What follows belongs to an exercise in optimizing a design on an open flow for a short achievable clock period and few clock cycles; a production flow would make more cautious choices.
At most, simulation tests tie the RTL to the original design; equivalence was not proved.
Power and IR drop assume default switching activity.

## build 60
## top
module top(input clk, reset, input [31:0] InstrF, readDataM,
           output memWriteM, output [31:0] ALUResultM, writeDataM, pcF);
Size in the first run: ~7200 cells after synthesis, about 160 I/O pins.
clock: 8.0 ns
lec_check: 0
cap_margin: 20
cell_pad_in_sites_detail_placement: 1
cell_pad_in_sites_global_placement: 1
core_margin: 2
core_utilization: 40
setup_slack_margin: 5
slew_margin: 20
synth_hierarchical: 1
synth_minimum_keep_size: 0
tns_end_percent: 100
run.sh (not shown) runs the stock make flow with config.mk's settings and CLKGATE_MAP_FILE= SYNTH_SCRIPT=/design/flow/synth_recipe.tcl, a recipe that flattens the netlist after the stock synthesis.
Testbench counts of build 60, summed over its fixed seeds: cycles 19,318.
Inputs modified between build 60 and build 36:
--- a/flow/design.v
+++ b/flow/design.v
@@ -28,18 +28,20 @@
   wire [6:0]  opF   = InstrF[6:0];
   wire        isJF  = (opF == 7'b1101111);
   wire        isBF  = (opF == 7'b1100011);
   wire        predF = isJF | (isBF & ((InstrF[19:15] == InstrF[24:20]) | InstrF[31]));
   wire [31:0] immBF = {{20{InstrF[31]}}, InstrF[7], InstrF[30:25], InstrF[11:8], 1'b0};
   wire [31:0] immJF = {{12{InstrF[31]}}, InstrF[19:12], InstrF[20], InstrF[30:21], 1'b0};
-  wire [31:1] rs1ohF, rs2ohF;
+  wire [31:1] rs1ohF, rs2ohF, rs1ohD, rs2ohD;
   genvar gi;
   generate
     for (gi = 1; gi < 32; gi = gi + 1) begin : g_oh
       assign rs1ohF[gi] = (InstrF[19:15] == gi);
       assign rs2ohF[gi] = (InstrF[24:20] == gi);
+      assign rs1ohD[gi] = (InstrD[19:15] == gi);
+      assign rs2ohD[gi] = (InstrD[24:20] == gi);
     end
   endgenerate
   wire [31:0] targetJF, targetBF;
   add32 u_tJ (.a(pcF_r), .b(immJF), .s(targetJF));
   add32 u_tB (.a(pcF_r), .b(immBF), .s(targetBF));
   wire [31:0] PCPlus4F = pcF_r + 32'd4;
@@ -65,15 +67,15 @@
       if (!stallD) begin
         predTakenD <= predF;
         InstrD     <= InstrF;
         PCPlus4D   <= PCPlus4F;
         PCD        <= pcF_r;
         immB_D     <= immBF;
-        rs1oh      <= rs1ohF;
-        rs2oh      <= rs2ohF;
       end
+      rs1oh <= stallD ? rs1ohD : rs1ohF;
+      rs2oh <= stallD ? rs2ohD : rs2ohF;
   end
   wire [6:0] op  = InstrD[6:0];
   wire [2:0] f3  = InstrD[14:12];
   wire [4:0] rs1 = InstrD[19:15];
   wire [4:0] rs2 = InstrD[24:20];
   wire [4:0] rd  = InstrD[11:7];
--- outcome ---
- CTS buffer count, build 60 and build 36, lower one = build 60.
- Compared with build 60, build 36 shows routed wire length lower by 3.0 mm.
- [build 36 vs build 60] worst-case vdd ir drop: higher in build 36
- | post-route worst setup slack | higher: build 60 |
- From build 60 to build 36 the numbers moved as follows: clock skew after layout moved up, clock latency at the later pin of the worst-skew pair has increased.
- Final cell area: build 36 below build 60
Testbench counts of build 36, summed over its fixed seeds: cycles 19,318.


the baseline:
The RTL this note starts from:
==> flow/design.v <==
`timescale 1ns / 1ps
module top(input clk, reset, input [31:0] InstrF, readDataM,
           output memWriteM, output [31:0] ALUResultM, writeDataM, pcF);
  reg  [31:0] pcF_r;
  reg         validD, predTakenD;
  reg  [31:0] InstrD, PCPlus4D, altPC_D;
  reg  [31:1] rs1oh, rs2oh;
  reg  [31:0] A_E, B_E, SD_E, altPC_E;
  reg         fA_M, fB_M, fS_L, fS_M;
  reg         addE, subE, sltE, xorE, orE, andE;
  reg         branchE, predTakenE, loadE, storeE, regWriteE;
  reg  [4:0]  rdE;
  reg  [31:0] ALUResultM_r, WD_M;
  reg         memWriteM_r, loadM, regWriteM;
  reg  [4:0]  rdM;
  reg  [31:0] resW;
  reg         regWriteW;
  reg  [4:0]  rdW;
  reg  [31:0] rf [1:31];
  reg  [31:1] weW;     
  assign pcF        = pcF_r;
  reg  [31:0] addrM;
  assign ALUResultM = addrM;
  assign memWriteM  = memWriteM_r;
  assign writeDataM = WD_M;
  wire mispE;
  wire [6:0]  opF   = InstrF[6:0];
  wire        isJF  = (opF == 7'b1101111);
  wire        isBF  = (opF == 7'b1100011);
  wire        predF = isJF | (isBF & ((InstrF[19:15] == InstrF[24:20]) | InstrF[31]));
  wire [31:0] immBF = {{20{InstrF[31]}}, InstrF[7], InstrF[30:25], InstrF[11:8], 1'b0};
  wire [31:0] immJF = {{12{InstrF[31]}}, InstrF[19:12], InstrF[20], InstrF[30:21], 1'b0};
  wire [31:1] rs1ohF, rs2ohF;
  genvar gi;
  generate
    for (gi = 1; gi < 32; gi = gi + 1) begin : g_oh
      assign rs1ohF[gi] = (InstrF[19:15] == gi);
      assign rs2ohF[gi] = (InstrF[24:20] == gi);
    end
  endgenerate
  wire [31:0] targetJF, targetBF;
  add32 u_tJ (.a(pcF_r), .b(immJF), .s(targetJF));
  add32 u_tB (.a(pcF_r), .b(immBF), .s(targetBF));
  wire [31:0] PCPlus4F = pcF_r + 32'd4;
  wire        stallD;
  wire        takeF    = ~mispE & ~stallD & predF;
  wire [31:0] pcOther  = mispE ? altPC_E : stallD ? pcF_r : PCPlus4F;
  wire [31:0] pcNext   = ({32{takeF & isJF}} & targetJF) | ({32{takeF & ~isJF}} & targetBF) |
                         ({32{~takeF}} & pcOther);
  always @(posedge clk or posedge reset) begin
    if (reset) begin
      pcF_r      <= 32'd0;
      validD     <= 1'b0;
    end else begin
      pcF_r      <= pcNext;
      if (mispE)
        validD <= 1'b0;
      else if (!stallD)
        validD <= 1'b1;
    end
  end
  always @(posedge clk) begin
      if (!stallD) begin
        predTakenD <= predF;
        InstrD     <= InstrF;
        PCPlus4D   <= PCPlus4F;
        altPC_D    <= ({32{predF}} & PCPlus4F) | ({32{~predF & isJF}} & targetJF) |
                      ({32{~predF & ~isJF}} & targetBF);
        rs1oh      <= rs1ohF;
        rs2oh      <= rs2ohF;
      end
  end
  wire [6:0] op  = InstrD[6:0];
  wire [2:0] f3  = InstrD[14:12];
  wire [4:0] rs1 = InstrD[19:15];
  wire [4:0] rs2 = InstrD[24:20];
  wire [4:0] rd  = InstrD[11:7];
  wire isR = (op == 7'b0110011);
  wire isI = (op == 7'b0010011);
  wire isL = (op == 7'b0000011);
  wire isS = (op == 7'b0100011);
  wire isB = (op == 7'b1100011);
  wire isJ = (op == 7'b1101111);
  wire [31:0] immI = {{20{InstrD[31]}}, InstrD[31:20]};
  wire [31:0] immS = {{20{InstrD[31]}}, InstrD[31:25], InstrD[11:7]};
  wire useA  = isR | isI | isL | isS | isB;
  wire useB  = isR | isB;
  wire useSD = isS;
  wire wrD   = (isR | isI | isL | isJ) & (rd != 5'd0);
  reg  [31:0] rf1, rf2;
  integer k;
  always @(*) begin
    rf1 = 32'd0;
    rf2 = 32'd0;
    for (k = 1; k < 32; k = k + 1) begin
      rf1 = rf1 | ({32{rs1oh[k]}} & rf[k]);
      rf2 = rf2 | ({32{rs2oh[k]}} & rf[k]);
    end
  end
  wire [31:0] rw1 = (regWriteW && rdW == rs1) ? resW : rf1;
  wire [31:0] rw2 = (regWriteW && rdW == rs2) ? resW : rf2;
  wire e1 = regWriteE && rdE == rs1;
  wire e2 = regWriteE && rdE == rs2;
  wire m1 = regWriteM && rdM == rs1;
  wire m2 = regWriteM && rdM == rs2;
  wire [31:0] valM = loadM ? readDataM : ALUResultM_r;
  wire [31:0] rv1 = m1 ? valM : rw1;
  wire [31:0] rv2 = m2 ? valM : rw2;
  assign stallD = validD & loadE & ((useA & e1) | (useB & e2));
  wire goE = validD & ~mispE & ~stallD;
  always @(posedge clk or posedge reset) begin
    if (reset) begin
      branchE <= 1'b0; loadE <= 1'b0; storeE <= 1'b0; regWriteE <= 1'b0;
    end else begin
      branchE   <= goE & isB;
      loadE     <= goE & isL;
      storeE    <= goE & isS;
      regWriteE <= goE & wrD;
    end
  end
  always @(posedge clk) begin
      A_E  <= isJ ? PCPlus4D : rv1;
      B_E  <= useB ? rv2 : isJ ? 32'd0 : isS ? immS : immI;
      SD_E <= rv2;
      altPC_E <= altPC_D;
      fA_M <= useA & e1;
      fB_M <= useB & e2;
      fS_L <= useSD & e2 & loadE;
      fS_M <= useSD & e2 & ~loadE;
      addE <= isL | isS | isJ | ((isR | isI) & f3 == 3'b000 & ~(isR & InstrD[30]));
      subE <= isR & f3 == 3'b000 & InstrD[30];
      sltE <= (isR | isI) & f3 == 3'b010;
      xorE <= (isR | isI) & f3 == 3'b100;
      orE  <= (isR | isI) & f3 == 3'b110;
      andE <= (isR | isI) & f3 == 3'b111;
      predTakenE <= predTakenD;
      rdE  <= rd;
  end
  wire [31:0] srcA = fA_M ? ALUResultM_r : A_E;
  wire [31:0] srcB = fB_M ? ALUResultM_r : B_E;
  wire [31:0] sdE  = ({32{fS_L}} & readDataM) | ({32{fS_M}} & ALUResultM_r) |
                     ({32{~(fS_L | fS_M)}} & SD_E);
  wire [31:0] sum, diff;
  fwd_add32 u_sum (.fa(fA_M), .fb(fB_M), .m(ALUResultM_r), .a(A_E), .b(B_E), .s(sum));
  fwd_sub32 u_diff (.fa(fA_M), .fb(fB_M), .m(ALUResultM_r), .a(A_E), .b(B_E), .d(diff));
  wire        lt;
  fwd_lt32 u_lt (.fa(fA_M), .fb(fB_M), .m(ALUResultM_r), .a(A_E), .b(B_E), .lt(lt));
  wire [31:0] aluE = ({32{addE}} & sum) | ({32{subE}} & diff) |
                     ({32{andE}} & (srcA & srcB)) | ({32{orE}} & (srcA | srcB)) |
                     ({32{xorE}} & (srcA ^ srcB)) | {31'd0, sltE & lt};
  wire        eqMB, eqAM, eqAB;
  eq32 u_eqMB (.a(ALUResultM_r), .b(B_E), .eq(eqMB));
  eq32 u_eqAM (.a(A_E), .b(ALUResultM_r), .eq(eqAM));
  eq32 u_eqAB (.a(A_E), .b(B_E), .eq(eqAB));
  wire        eqE  = fA_M ? (fB_M | eqMB) : fB_M ? eqAM : eqAB;
  assign mispE = branchE & (eqE ^ predTakenE);
  always @(posedge clk or posedge reset) begin
    if (reset) begin
      memWriteM_r <= 1'b0; loadM <= 1'b0; regWriteM <= 1'b0;
    end else begin
      memWriteM_r  <= storeE;
      loadM        <= loadE;
      regWriteM    <= regWriteE;
    end
  end
  always @(posedge clk) begin
      ALUResultM_r <= aluE;
      addrM        <= sum;
      WD_M         <= sdE;
      rdM          <= rdE;
  end
  integer i;
  always @(posedge clk or posedge reset) begin
    if (reset) begin
      regWriteW <= 1'b0;
      weW <= 31'd0;
      for (i = 1; i < 32; i = i + 1) rf[i] <= 32'd0;
    end else begin
      regWriteW <= regWriteM;
      for (i = 1; i < 32; i = i + 1) begin
        weW[i] <= regWriteM && rdM == i;
        if (weW[i]) rf[i] <= resW;
      end
    end
  end
  always @(posedge clk) begin
      resW      <= loadM ? readDataM : ALUResultM_r;
      rdW       <= rdM;
  end
endmodule
module add32(input [31:0] a, b, output [31:0] s);
  assign s = a + b;
endmodule
module sub32(input [31:0] a, b, output [31:0] d);
  assign d = a - b;
endmodule
module eq32(input [31:0] a, b, output eq);
  assign eq = (a == b);
endmodule
module fwd_add32(input fa, fb, input [31:0] m, a, b, output [31:0] s);
  wire [31:0] x = fa ? m : a;
  wire [31:0] y = fb ? m : b;
  assign s = x + y;
endmodule
module fwd_sub32(input fa, fb, input [31:0] m, a, b, output [31:0] d);
  wire [31:0] x = fa ? m : a;
  wire [31:0] y = fb ? m : b;
  assign d = x - y;
endmodule
module fwd_lt32(input fa, fb, input [31:0] m, a, b, output lt);
  wire [31:0] x = fa ? m : a;
  wire [31:0] y = fb ? m : b;
  assign lt = $signed(x) < $signed(y);
endmodule
Settings: LEC_CHECK=0, CAP_MARGIN=20, CELL_PAD_IN_SITES_DETAIL_PLACEMENT=2, CELL_PAD_IN_SITES_GLOBAL_PLACEMENT=2, CORE_MARGIN=2, CORE_UTILIZATION=30, SETUP_SLACK_MARGIN=5, SLEW_MARGIN=20, SYNTH_HIERARCHICAL=1, SYNTH_MINIMUM_KEEP_SIZE=0, TNS_END_PERCENT=100; clock period 8.0 ns.
Testbench counts of the baseline, summed over its fixed seeds: cycles 19,318.
#### Input delta (the candidate over the baseline)
diff --git a/flow/design.v b/flow/design.v
--- a/flow/design.v
+++ b/flow/design.v
@@ -6,7 +6,8 @@
   reg  [31:0] InstrD, PCPlus4D, altPC_D;
   reg  [31:1] rs1oh, rs2oh;
   reg  [31:0] A_E, B_E, SD_E, altPC_E;
-  reg         fA_M, fB_M, fS_L, fS_M;
+  reg         fS_L, fS_M;
+  reg  [31:0] fwdA_r, fwdB_r;
   reg         addE, subE, sltE, xorE, orE, andE;
   reg         branchE, predTakenE, loadE, storeE, regWriteE;
   reg  [4:0]  rdE;
@@ -108,6 +109,8 @@
   wire [31:0] rv2 = m2 ? valM : rw2;
   assign stallD = validD & loadE & ((useA & e1) | (useB & e2));
   wire goE = validD & ~mispE & ~stallD;
+  wire fAn = useA & e1;
+  wire fBn = useB & e2;
   always @(posedge clk or posedge reset) begin
     if (reset) begin
       branchE <= 1'b0; loadE <= 1'b0; storeE <= 1'b0; regWriteE <= 1'b0;
@@ -119,12 +122,10 @@
     end
   end
   always @(posedge clk) begin
-      A_E  <= isJ ? PCPlus4D : rv1;
-      B_E  <= useB ? rv2 : isJ ? 32'd0 : isS ? immS : immI;
+      A_E  <= fAn ? 32'd0 : isJ ? PCPlus4D : rv1;
+      B_E  <= fBn ? 32'd0 : useB ? rv2 : isJ ? 32'd0 : isS ? immS : immI;
       SD_E <= rv2;
       altPC_E <= altPC_D;
-      fA_M <= useA & e1;
-      fB_M <= useB & e2;
       fS_L <= useSD & e2 & loadE;
       fS_M <= useSD & e2 & ~loadE;
       addE <= isL | isS | isJ | ((isR | isI) & f3 == 3'b000 & ~(isR & InstrD[30]));
@@ -136,23 +137,20 @@
       predTakenE <= predTakenD;
       rdE  <= rd;
   end
-  wire [31:0] srcA = fA_M ? ALUResultM_r : A_E;
-  wire [31:0] srcB = fB_M ? ALUResultM_r : B_E;
+  wire [31:0] srcA = fwdA_r | A_E;
+  wire [31:0] srcB = fwdB_r | B_E;
   wire [31:0] sdE  = ({32{fS_L}} & readDataM) | ({32{fS_M}} & ALUResultM_r) |
                      ({32{~(fS_L | fS_M)}} & SD_E);
   wire [31:0] sum, diff;
-  fwd_add32 u_sum (.fa(fA_M), .fb(fB_M), .m(ALUResultM_r), .a(A_E), .b(B_E), .s(sum));
-  fwd_sub32 u_diff (.fa(fA_M), .fb(fB_M), .m(ALUResultM_r), .a(A_E), .b(B_E), .d(diff));
+  fwd_add32 u_sum (.xa(fwdA_r), .a(A_E), .xb(fwdB_r), .b(B_E), .s(sum));
+  fwd_sub32 u_diff (.xa(fwdA_r), .a(A_E), .xb(fwdB_r), .b(B_E), .d(diff));
   wire        lt;
-  fwd_lt32 u_lt (.fa(fA_M), .fb(fB_M), .m(ALUResultM_r), .a(A_E), .b(B_E), .lt(lt));
+  fwd_lt32 u_lt (.xa(fwdA_r), .a(A_E), .xb(fwdB_r), .b(B_E), .lt(lt));
   wire [31:0] aluE = ({32{addE}} & sum) | ({32{subE}} & diff) |
                      ({32{andE}} & (srcA & srcB)) | ({32{orE}} & (srcA | srcB)) |
                      ({32{xorE}} & (srcA ^ srcB)) | {31'd0, sltE & lt};
-  wire        eqMB, eqAM, eqAB;
-  eq32 u_eqMB (.a(ALUResultM_r), .b(B_E), .eq(eqMB));
-  eq32 u_eqAM (.a(A_E), .b(ALUResultM_r), .eq(eqAM));
-  eq32 u_eqAB (.a(A_E), .b(B_E), .eq(eqAB));
-  wire        eqE  = fA_M ? (fB_M | eqMB) : fB_M ? eqAM : eqAB;
+  wire        eqE;
+  fwd_eq32 u_eq (.xa(fwdA_r), .a(A_E), .xb(fwdB_r), .b(B_E), .eq(eqE));
   assign mispE = branchE & (eqE ^ predTakenE);
   always @(posedge clk or posedge reset) begin
     if (reset) begin
@@ -165,6 +163,8 @@
   end
   always @(posedge clk) begin
       ALUResultM_r <= aluE;
+      fwdA_r       <= aluE & {32{fAn}};
+      fwdB_r       <= aluE & {32{fBn}};
       addrM        <= sum;
       WD_M         <= sdE;
       rdM          <= rdE;
@@ -197,18 +197,15 @@
 module eq32(input [31:0] a, b, output eq);
   assign eq = (a == b);
 endmodule
-module fwd_add32(input fa, fb, input [31:0] m, a, b, output [31:0] s);
-  wire [31:0] x = fa ? m : a;
-  wire [31:0] y = fb ? m : b;
-  assign s = x + y;
-endmodule
-module fwd_sub32(input fa, fb, input [31:0] m, a, b, output [31:0] d);
-  wire [31:0] x = fa ? m : a;
-  wire [31:0] y = fb ? m : b;
-  assign d = x - y;
-endmodule
-module fwd_lt32(input fa, fb, input [31:0] m, a, b, output lt);
-  wire [31:0] x = fa ? m : a;
-  wire [31:0] y = fb ? m : b;
-  assign lt = $signed(x) < $signed(y);
-endmodule
+module fwd_add32(input [31:0] xa, a, xb, b, output [31:0] s);
+  assign s = (xa | a) + (xb | b);
+endmodule
+module fwd_sub32(input [31:0] xa, a, xb, b, output [31:0] d);
+  assign d = (xa | a) - (xb | b);
+endmodule
+module fwd_lt32(input [31:0] xa, a, xb, b, output lt);
+  assign lt = $signed(xa | a) < $signed(xb | b);
+endmodule
+module fwd_eq32(input [31:0] xa, a, xb, b, output eq);
+  assign eq = ((xa | a) == (xb | b));
+endmodule
--- outcome ---
Wire length of the first global-routing pass: the candidate and the baseline compared, higher one is the baseline. For the placed wire-length estimate after detailed placement, the candidate came in about 1.6% higher than the baseline did. When the candidate is set beside the baseline, its worst slack on hold paths turns out to be 0.0052 ns smaller. As far as static leakage power is concerned, the candidate and the baseline perform about the same. Between the baseline and the candidate, the flow reports total number of sequential cells increasing by a few percent. Route | the candidate vs the baseline | wire shorter in the candidate. Relative to the baseline, clock network fraction of design power has gone down in the candidate. sky130_fd_sc_hd__nor4_4 as the slowest library cell on the worst path was reported by the candidate, and sky130_fd_sc_hd__or4_4 by the baseline. | share of cell area taken by flip-flops and latches | lower: the baseline |. Compared with the baseline, post-layout instance area in the candidate decreased slightly. The candidate vs. the baseline: net switching fraction of the power increased by 0.34 points relative to the old numbers; core utilization closely matched the old numbers; final worst setup slack decreased by 0.14 ns relative to the old numbers; total power increased by 2.5% relative to the old numbers; final critical path time including I/O delays and setup increased by 0.14 ns relative to the old numbers.
No functional check of the RTL was part of the candidate.

## static timing again, ports no longer ideal
The flow's constraints put no driver on any port. The routed layouts listed below were extracted and timed again, unchanged, in two steps. Step 1: set_driving_cell puts a clkbuf_16 on clk and a buf_2 on each other input, an assumption about the parent block. Step 2 adds t to the input delays and takes it off the output delays; t is the mean of the earliest and latest rising clock arrival at the registers after step 1. Input paths then give back, and output paths get back, about the clock's delay inside the block. Slacks: ideal / step 1 / step 2; pairs: ideal / step 1.
run | shift t [ns] | setup slack, ns | hold slack, ns | worst setup path after step 2
build 60 | 0.947 | 4.787 / 4.819 / 3.880 | 0.393 / 0.393 / 0.393 | input to register
build 36 | 0.933 | 4.685 / 4.718 / 3.785 | 0.372 / 0.372 / 0.372 | input to register
the baseline | 0.950 | 4.392 / 4.392 / 3.629 | 0.331 / 0.331 / 0.331 | input to register
the candidate | 0.932 | 4.248 / 4.248 / 3.556 | 0.326 / 0.326 / 0.326 | input to register
After both steps every run listed still meets setup and hold. The setup slack of build 60, which loses most, moves by +0.032 ns with the drivers and by -0.907 ns with both steps.
